This is an optimization exercise on Yosys and OpenROAD, whose aim is small area, a short achievable clock period and few clock cycles, not a production implementation. At most, simulation tests tie the RTL to the original design; equivalence was not proved. The clock port is modelled as an ideal driver; clocking choices that lean on that would not hold on a real chip. No activity file was given, so power comes from the tool's default toggle rates.

== oak ==
==> flow/design.v <==
module day1_2 (
    input  logic clk,
    input  logic rst,
    input  logic tvalid_rx,
    output logic tready_rx,
    input  logic [7:0] tdata_rx,
    input  logic tlast_rx,
    output logic tvalid_tx,
    input  logic tready_tx,
    output logic [31:0] tdata_tx,
    output logic tlast_tx
);
  logic       tv;           
  logic       tl;           
  logic       tn;           
  logic [4:0] td;           
  always_ff @(posedge clk) begin
    tv <= tvalid_rx & ~rst;
    tl <= tlast_rx;
    tn <= ~tdata_rx[6];
    td <= tdata_rx[4:0];
  end
  logic [4:0] st;           
  logic [4:0] ns;
  logic       wf;           
  logic [3:0] wd;           
  wire l_e = (td == 5'd5);
  wire l_f = (td == 5'd6);
  wire l_g = (td == 5'd7);
  wire l_h = (td == 5'd8);
  wire l_i = (td == 5'd9);
  wire l_n = (td == 5'd14);
  wire l_o = (td == 5'd15);
  wire l_r = (td == 5'd18);
  wire l_s = (td == 5'd19);
  wire l_t = (td == 5'd20);
  wire l_u = (td == 5'd21);
  wire l_v = (td == 5'd22);
  wire l_w = (td == 5'd23);
  wire l_x = (td == 5'd24);
  wire l_z = (td == 5'd26);
  wire s_root = (st == 5'd0);
  wire s_e = (st == 5'd1);
  wire s_f = (st == 5'd2);
  wire s_n = (st == 5'd3);
  wire s_o = (st == 5'd4);
  wire s_s = (st == 5'd5);
  wire s_t = (st == 5'd6);
  wire s_z = (st == 5'd7);
  wire s_ei = (st == 5'd8);
  wire s_fi = (st == 5'd9);
  wire s_fo = (st == 5'd10);
  wire s_ni = (st == 5'd11);
  wire s_on = (st == 5'd12);
  wire s_se = (st == 5'd13);
  wire s_si = (st == 5'd14);
  wire s_th = (st == 5'd15);
  wire s_tw = (st == 5'd16);
  wire s_ze = (st == 5'd17);
  wire s_eig = (st == 5'd18);
  wire s_fiv = (st == 5'd19);
  wire s_fou = (st == 5'd20);
  wire s_nin = (st == 5'd21);
  wire s_sev = (st == 5'd22);
  wire s_thr = (st == 5'd23);
  wire s_zer = (st == 5'd24);
  wire s_eigh = (st == 5'd25);
  wire s_seve = (st == 5'd26);
  wire s_thre = (st == 5'd27);
  assign ns[0] = (l_e & (s_root | s_e | s_f | s_n | s_o | s_s | s_t | s_z | s_ei | s_fi | s_fo | s_ni | s_on | s_se | s_si | s_th | s_tw | s_ze | s_eig | s_fiv | s_fou | s_nin | s_thr | s_zer | s_eigh | s_seve | s_thre)) | (l_h & (s_t | s_eig)) | (l_i & (s_f | s_n | s_on | s_nin)) | (l_n & (s_root | s_e | s_f | s_n | s_s | s_t | s_z | s_ei | s_fi | s_ni | s_on | s_se | s_si | s_th | s_tw | s_ze | s_eig | s_fiv | s_fou | s_nin | s_sev | s_thr | s_zer | s_eigh | s_seve | s_thre)) | (l_r & (s_th)) | l_s | (l_v & (s_fi)) | l_z;
  assign ns[1] = (l_e & (s_sev | s_thr)) | l_f | (l_g & (s_ei)) | (l_h & (s_t)) | (l_i & (s_n | s_s | s_on | s_nin)) | (l_n & (s_root | s_e | s_f | s_n | s_s | s_t | s_z | s_ei | s_fi | s_on | s_se | s_si | s_th | s_tw | s_ze | s_eig | s_fiv | s_fou | s_nin | s_sev | s_thr | s_zer | s_eigh | s_seve | s_thre)) | (l_o & (s_f)) | (l_r & (s_th)) | l_t | (l_v & (s_fi | s_se)) | l_z;
  assign ns[2] = (l_e & (s_s)) | (l_h & (s_t)) | (l_i & (s_s)) | (l_n & (s_o | s_fo | s_ni)) | (l_o & (s_root | s_e | s_n | s_o | s_s | s_t | s_z | s_ei | s_fi | s_fo | s_ni | s_on | s_se | s_si | s_th | s_tw | s_ze | s_eig | s_fiv | s_fou | s_nin | s_sev | s_thr | s_zer | s_eigh | s_seve | s_thre)) | (l_r & (s_th)) | l_s | l_t | (l_u & (s_fo)) | (l_v & (s_se)) | l_z;
  assign ns[3] = (l_e & (s_s | s_sev | s_thr)) | (l_h & (s_t | s_eig)) | (l_i & (s_e | s_f | s_n | s_s | s_on | s_se | s_ze | s_nin | s_seve | s_thre)) | (l_n & (s_o | s_fo)) | (l_o & (s_f)) | (l_r & (s_ze));
  assign ns[4] = (l_e & (s_z | s_sev | s_thr)) | (l_g & (s_ei)) | (l_h & (s_eig)) | (l_n & (s_ni)) | (l_r & (s_th | s_ze)) | (l_u & (s_fo)) | (l_v & (s_fi | s_se)) | (l_w & (s_t));
  assign wf = (l_e & (s_on | s_fiv | s_nin | s_thre)) | (l_n & (s_seve)) | (l_o & (s_tw | s_zer)) | (l_r & (s_fou)) | (l_t & (s_eigh)) | (l_x & (s_si));
  assign wd[0] = (l_e & (s_on | s_fiv | s_nin | s_thre)) | (l_n & (s_seve));
  assign wd[1] = (l_e & (s_thre)) | (l_n & (s_seve)) | (l_o & (s_tw)) | (l_x & (s_si));
  assign wd[2] = (l_e & (s_fiv)) | (l_n & (s_seve)) | (l_r & (s_fou)) | (l_x & (s_si));
  assign wd[3] = (l_e & (s_nin)) | (l_t & (s_eigh));
  logic [3:0] first_dig, last_dig;
  logic       have;         
  logic       mac;          
  logic [6:0] acc_lo;
  logic       cy;           
  logic [16:0] acc_hi;
  logic       done;
  wire found = tn | wf;
  wire [3:0] dig = tn ? td[3:0] : wd;
  wire [6:0] val = {first_dig, 3'b000} + {2'b00, first_dig, 1'b0} + {3'b000, last_dig};
  always_ff @(posedge clk) begin
    if (tv && found) begin
      last_dig <= dig;
      if (!have) first_dig <= dig;
    end
  end
  always_ff @(posedge clk) begin
    if (rst) begin
      st     <= '0;
      have   <= 1'b0;
      mac    <= 1'b0;
      acc_lo <= '0;
      cy     <= 1'b0;
      acc_hi <= '0;
      done   <= 1'b0;
    end else begin
      if (tv) begin
        st   <= (tl || tn) ? 5'd0 : ns;
        have <= ~tl & (have | found);
      end
      mac <= tv & tl;
      {cy, acc_lo} <= {1'b0, acc_lo} + (mac ? {1'b0, val} : 8'd0);
      acc_hi <= acc_hi + {16'd0, cy};
      done <= tready_tx & ~tv & ~mac & ~cy;
    end
  end
  assign tready_rx = 1'b1;
  assign tvalid_tx = done;
  assign tlast_tx  = done;
  assign tdata_tx  = {8'd0, acc_hi, acc_lo};
endmodule
Settings: LEC_CHECK=0, CAP_MARGIN=20, CORE_MARGIN=2, CORE_UTILIZATION=40, SLEW_MARGIN=20; clock period 10.0 ns.
run.sh (not shown) runs the stock make flow with config.mk's settings and CLKGATE_MAP_FILE= SYNTH_SCRIPT=/design/flow/synth_recipe.tcl, a recipe that flattens the netlist after the stock synthesis.
Here is what was changed in the inputs of pine compared with oak.
diff --git a/flow/design.v b/flow/design.v
--- a/flow/design.v
+++ b/flow/design.v
@@ -11,33 +11,23 @@
     output logic tlast_tx
 );
-  logic       tv;           
-  logic       tl;           
-  logic       tn;           
-  logic [4:0] td;           
-  always_ff @(posedge clk) begin
-    tv <= tvalid_rx & ~rst;
-    tl <= tlast_rx;
-    tn <= ~tdata_rx[6];
-    td <= tdata_rx[4:0];
-  end
   logic [4:0] st;           
   logic [4:0] ns;
   logic       wf;           
   logic [3:0] wd;           
-  wire l_e = (td == 5'd5);
-  wire l_f = (td == 5'd6);
-  wire l_g = (td == 5'd7);
-  wire l_h = (td == 5'd8);
-  wire l_i = (td == 5'd9);
-  wire l_n = (td == 5'd14);
-  wire l_o = (td == 5'd15);
-  wire l_r = (td == 5'd18);
-  wire l_s = (td == 5'd19);
-  wire l_t = (td == 5'd20);
-  wire l_u = (td == 5'd21);
-  wire l_v = (td == 5'd22);
-  wire l_w = (td == 5'd23);
-  wire l_x = (td == 5'd24);
-  wire l_z = (td == 5'd26);
+  wire l_e = (tdata_rx[4:0] == 5'd5);
+  wire l_f = (tdata_rx[4:0] == 5'd6);
+  wire l_g = (tdata_rx[4:0] == 5'd7);
+  wire l_h = (tdata_rx[4:0] == 5'd8);
+  wire l_i = (tdata_rx[4:0] == 5'd9);
+  wire l_n = (tdata_rx[4:0] == 5'd14);
+  wire l_o = (tdata_rx[4:0] == 5'd15);
+  wire l_r = (tdata_rx[4:0] == 5'd18);
+  wire l_s = (tdata_rx[4:0] == 5'd19);
+  wire l_t = (tdata_rx[4:0] == 5'd20);
+  wire l_u = (tdata_rx[4:0] == 5'd21);
+  wire l_v = (tdata_rx[4:0] == 5'd22);
+  wire l_w = (tdata_rx[4:0] == 5'd23);
+  wire l_x = (tdata_rx[4:0] == 5'd24);
+  wire l_z = (tdata_rx[4:0] == 5'd26);
   wire s_root = (st == 5'd0);
   wire s_e = (st == 5'd1);
@@ -85,9 +75,11 @@
   logic [16:0] acc_hi;
   logic       done;
-  wire found = tn | wf;
-  wire [3:0] dig = tn ? td[3:0] : wd;
+  wire take  = tvalid_rx;
+  wire isnum = ~tdata_rx[6];
+  wire found = isnum | wf;
+  wire [3:0] dig = isnum ? tdata_rx[3:0] : wd;
   wire [6:0] val = {first_dig, 3'b000} + {2'b00, first_dig, 1'b0} + {3'b000, last_dig};
   always_ff @(posedge clk) begin
-    if (tv && found) begin
+    if (take && found) begin
       last_dig <= dig;
       if (!have) first_dig <= dig;
@@ -104,12 +96,12 @@
       done   <= 1'b0;
     end else begin
-      if (tv) begin
-        st   <= (tl || tn) ? 5'd0 : ns;
-        have <= ~tl & (have | found);
+      if (take) begin
+        st   <= (tlast_rx || isnum) ? 5'd0 : ns;
+        have <= ~tlast_rx & (have | found);
       end
-      mac <= tv & tl;
+      mac <= take & tlast_rx;
       {cy, acc_lo} <= {1'b0, acc_lo} + (mac ? {1'b0, val} : 8'd0);
       acc_hi <= acc_hi + {16'd0, cy};
-      done <= tready_tx & ~tv & ~mac & ~cy;
+      done <= tready_tx & ~mac & ~cy;
     end
   end
- Compared with oak, pine shows a higher layout-stage area growth over the synthesis result.
- Compared with oak, the router placed fewer vias in pine.
- pine vs oak: clock net sink count down by more than 10%
- Any difference in routed wire length between pine and oak is small enough to ignore.
- The final reports for pine and oak show count of multi-input gates lower in the former.
- NOTE row count oak->pine decreased by a few percent
- Compared to oak, pine has final worst clock skew 0.0056 ns higher.
- The cell area reported for pine is smaller than that of oak by 3.9%.
- The run with more setup slack is oak; pine has less.
- Upper clock frequency limit: oak and pine compared, lower one is pine
- Diff oak -> pine | flip-flop and latch power | decrease of 17%
- The higher total power after layout of oak and pine is in pine.
- Looking at end of the critical path, the first_dig[3] result is from pine; the tdata_tx[10] one comes from oak.
No run of this note included a check of the RTL's function; only the layout flow was run.

day1_2, a different RTL version from the one above (not shown whole).
For scale: about 350 cells after synthesis.
==> module day1_2, before the edit <==
module day1_2 (
    input  logic clk,
    input  logic rst,
    input  logic tvalid_rx,
    output logic tready_rx,
    input  logic [7:0] tdata_rx,
    input  logic tlast_rx,
    output logic tvalid_tx,
    input  logic tready_tx,
    output logic [31:0] tdata_tx,
    output logic tlast_tx
);
  logic       tv;           
  logic       tl;           
  logic       tn;           
  logic [4:0] td;           
  logic       rst_q;
  always_ff @(posedge clk) begin
    rst_q <= rst;
    tv <= tvalid_rx & ~rst;
    tl <= tlast_rx;
    tn <= ~tdata_rx[6];
    td <= tdata_rx[4:0];
  end
  logic [4:0] st;           
  logic [4:0] ns;
  logic       wf;           
  logic [3:0] wd;           
  wire l_e = (td == 5'd5);
  wire l_f = (td == 5'd6);
  wire l_g = (td == 5'd7);
  wire l_h = (td == 5'd8);
  wire l_i = (td == 5'd9);
  wire l_n = (td == 5'd14);
  wire l_o = (td == 5'd15);
  wire l_r = (td == 5'd18);
  wire l_s = (td == 5'd19);
  wire l_t = (td == 5'd20);
  wire l_u = (td == 5'd21);
  wire l_v = (td == 5'd22);
  wire l_w = (td == 5'd23);
  wire l_x = (td == 5'd24);
  wire l_z = (td == 5'd26);
  wire s_root = (st == 5'd0);
  wire s_e = (st == 5'd10);
  wire s_f = (st == 5'd11);
  wire s_n = (st == 5'd8);
  wire s_o = (st == 5'd3);
  wire s_s = (st == 5'd29);
  wire s_t = (st == 5'd9);
  wire s_z = (st == 5'd14);
  wire s_ei = (st == 5'd12);
  wire s_fi = (st == 5'd31);
  wire s_fo = (st == 5'd19);
  wire s_ni = (st == 5'd28);
  wire s_on = (st == 5'd1);
  wire s_se = (st == 5'd15);
  wire s_si = (st == 5'd7);
  wire s_th = (st == 5'd6);
  wire s_tw = (st == 5'd22);
  wire s_ze = (st == 5'd24);
  wire s_eig = (st == 5'd23);
  wire s_fiv = (st == 5'd4);
  wire s_fou = (st == 5'd20);
  wire s_nin = (st == 5'd2);
  wire s_sev = (st == 5'd16);
  wire s_thr = (st == 5'd21);
  wire s_zer = (st == 5'd13);
  wire s_eigh = (st == 5'd5);
  wire s_seve = (st == 5'd27);
  wire s_thre = (st == 5'd30);
  assign ns[0] = (l_e & (s_s | s_sev)) | l_f | (l_g & (s_ei)) | (l_h & (s_eig)) | (l_i & (s_f | s_s)) | (l_n & (s_o | s_fo)) | l_o | (l_r & (s_th | s_ze)) | l_s | l_t;
  assign ns[1] = (l_e & (s_root | s_e | s_f | s_n | s_o | s_s | s_t | s_ei | s_fi | s_fo | s_ni | s_on | s_se | s_si | s_th | s_tw | s_ze | s_eig | s_fiv | s_fou | s_nin | s_sev | s_thr | s_zer | s_eigh | s_seve | s_thre)) | l_f | (l_g & (s_ei)) | (l_h & (s_t)) | (l_i & (s_f | s_s)) | (l_n & (s_ni)) | l_o | (l_w & (s_t)) | l_z;
  assign ns[2] = (l_e & (s_s | s_thr)) | (l_g & (s_ei)) | (l_h & (s_t | s_eig)) | (l_i & (s_e | s_f | s_n | s_s | s_on | s_se | s_ze | s_nin | s_seve | s_thre)) | (l_r & (s_th | s_ze)) | l_s | (l_u & (s_fo)) | (l_v & (s_fi)) | (l_w & (s_t)) | l_z;
  assign ns[3] = l_e | l_f | (l_i & (s_e | s_f | s_n | s_on | s_se | s_ze | s_nin | s_seve | s_thre)) | (l_n & (s_root | s_e | s_f | s_n | s_s | s_t | s_z | s_ei | s_fi | s_on | s_se | s_si | s_th | s_tw | s_ze | s_eig | s_fiv | s_fou | s_nin | s_sev | s_thr | s_zer | s_eigh | s_seve | s_thre)) | (l_r & (s_ze)) | l_s | l_t | l_z;
  assign ns[4] = (l_e & (s_z | s_sev | s_thr)) | (l_g & (s_ei)) | (l_i & (s_f | s_n | s_on | s_nin)) | (l_o & (s_f)) | (l_r & (s_th)) | l_s | (l_u & (s_fo)) | (l_v & (s_se)) | (l_w & (s_t));
  assign wf = (l_e & (s_on | s_fiv | s_nin | s_thre)) | (l_n & (s_seve)) | (l_o & (s_tw | s_zer)) | (l_r & (s_fou)) | (l_t & (s_eigh)) | (l_x & (s_si));
  assign wd[0] = (l_e & (s_on | s_fiv | s_nin | s_thre)) | (l_n & (s_seve));
  assign wd[1] = (l_e & (s_thre)) | (l_n & (s_seve)) | (l_o & (s_tw)) | (l_x & (s_si));
  assign wd[2] = (l_e & (s_fiv)) | (l_n & (s_seve)) | (l_r & (s_fou)) | (l_x & (s_si));
  assign wd[3] = (l_e & (s_nin)) | (l_t & (s_eigh));
  logic [3:0] first_dig, last_dig;
  logic       mac;          
  logic [6:0] acc_lo;
  logic       cy;           
  logic [16:0] acc_hi;
  logic       done;
  wire found = tn | wf;
  wire [3:0] dig = tn ? td[3:0] : wd;
  wire [6:0] val = {first_dig, 3'b000} + {2'b00, first_dig, 1'b0} + {3'b000, last_dig};
  wire fresh = mac | (first_dig == 4'hF);
  always_ff @(posedge clk) begin
    if (rst_q) first_dig <= 4'hF;
    else if (tv && found && fresh) first_dig <= dig;
    else if (mac) first_dig <= 4'hF;
  end
  always_ff @(posedge clk) begin
    if (rst_q) last_dig <= 4'h0;
    else if (tv && found) last_dig <= dig;
  end
  always_ff @(posedge clk) begin
    if (rst_q) begin
      st     <= '0;
      mac    <= 1'b0;
      acc_lo <= '0;
      cy     <= 1'b0;
      acc_hi <= '0;
    end else begin
      if (tv) begin
        st   <= (tl || tn) ? 5'd0 : ns;
      end
      mac <= tv & tl;
      {cy, acc_lo} <= {1'b0, acc_lo} + (mac ? {1'b0, val} : 8'd0);
      acc_hi <= acc_hi + {16'd0, cy};
    end
  end
  always_ff @(posedge clk) begin
    done <= ~rst & tready_tx & ~tv & ~mac & ~cy;
  end
  assign tready_rx = 1'b1;
  assign tvalid_tx = done;
  assign tlast_tx  = done;
  assign tdata_tx  = {8'd0, acc_hi, acc_lo};
endmodule
Settings: LEC_CHECK=0, CAP_MARGIN=20, CORE_MARGIN=2, CORE_UTILIZATION=40, SLEW_MARGIN=20; clock period 10.0 ns.
standard.sh (not shown) runs the stock make flow with config.mk's settings and CLKGATE_MAP_FILE= SYNTH_SCRIPT=/design/flow/synth_recipe.tcl, a recipe that flattens the netlist after the stock synthesis.
==> flow/flow/run.sh <==
#!/bin/bash
# Layout flow: the standard synthesis, then its combinational logic re-optimised for area
# with ABC (registers, their names and cell types kept), then the standard layout with
# small port buffers, a two-buffer clock tree (flow/clk2.tcl, run before CTS) and a
# tighter setup target for repair_timing.
set -euo pipefail
R=orfs/results/$FLOW_PLATFORM/day1_2/base
bash standard.sh synth > synth.log 2>&1
cp $R/1_2_yosys.v $R/1_2_yosys.std.v
LIB=$FLOW_HOME/platforms/$FLOW_PLATFORM/lib/sky130_fd_sc_hd__tt_025C_1v80.lib \
IN=$R/1_2_yosys.std.v OUT=$R/1_2_yosys.v yosys -c flow/resyn.tcl > resyn.log 2>&1
rm -f $R/1_synth.odb $R/1_synth.sdc
bash standard.sh BUFFER_PORTS_ARGS="-buffer_cell sky130_fd_sc_hd__buf_1" SETUP_SLACK_MARGIN=7.2 \
  PRE_CTS_TCL=$PWD/flow/clk2.tcl \
  CTS_ARGS="-sink_clustering_enable -repair_clock_nets -dont_use_dummy_load" finish > standard.log 2>&1
Other scripts of this flow, unchanged in this note and not shown: flow/flow/area.abc, flow/flow/clk2.tcl, flow/flow/resyn.tcl
The first run completed with no timing, DRC or antenna violations.
==> next run, changes <==
--- a/flow/design.v
+++ b/flow/design.v
@@ -92,14 +92,13 @@
   always_ff @(posedge clk) begin
     if (rst_q) first_dig <= 4'hF;
     else if (tv && found && fresh) first_dig <= dig;
     else if (mac) first_dig <= 4'hF;
   end
   always_ff @(posedge clk) begin
-    if (rst_q) last_dig <= 4'h0;
-    else if (tv && found) last_dig <= dig;
+    if (tv && found) last_dig <= dig;
   end
   always_ff @(posedge clk) begin
     if (rst_q) begin
       st     <= '0;
       mac    <= 1'b0;
       acc_lo <= '0;
Outcome: The new run completed with no timing, DRC or antenna violations. Core utilization shrinks by 1.2 points. Total power grows by 1.1%. Wire length shrinks by 5.5%. Hold slack is better by 0.0046 ns. Worst setup slack is worse by 0.011 ns. Combinational power shrinks by about 1%. First-iteration DRC count grows by 24%. Final cell count shrinks by 0.42%. Final area shrinks by 1.9%. Synthesized cell count shrinks by 0.57%.
Testbench counts after the change, summed over its fixed seeds: cycles 33,504.
Function not checked in the first run of this note: the RTL went through the layout flow alone.

separate check: timing with driven ports:
The results above use ideal ports. As a check the final layouts listed here were re-extracted and re-timed, cells and wires unchanged.
Step 1, drivers: a clkbuf_16 drives clk and a buf_2 each remaining input, both assumed.
Step 2 times the ports against the registers' clock, not the clock port: input delays grow and output delays shrink by t, the midpoint of the rising clock arrivals with the driver on.
a / b / c = ideal / step 1 / step 2; a / b = the first two.
run | t, ns | setup slack, ns | cell pins on the clock port's net
oak | 0.319 | 6.704 / 6.674 / 6.561 | 1
pine | 0.319 | 5.811 / 5.819 / 5.500 | 1
the first run of note 2 | 0.200 | 7.282 / 7.237 / 7.379 | 2
the second run of note 2 | 0.207 | 7.271 / 7.220 / 7.379 | 2
After both steps every run listed still meets setup and hold. The setup slack of pine, which loses most, moves by +0.008 ns with the drivers and by -0.311 ns with both steps.
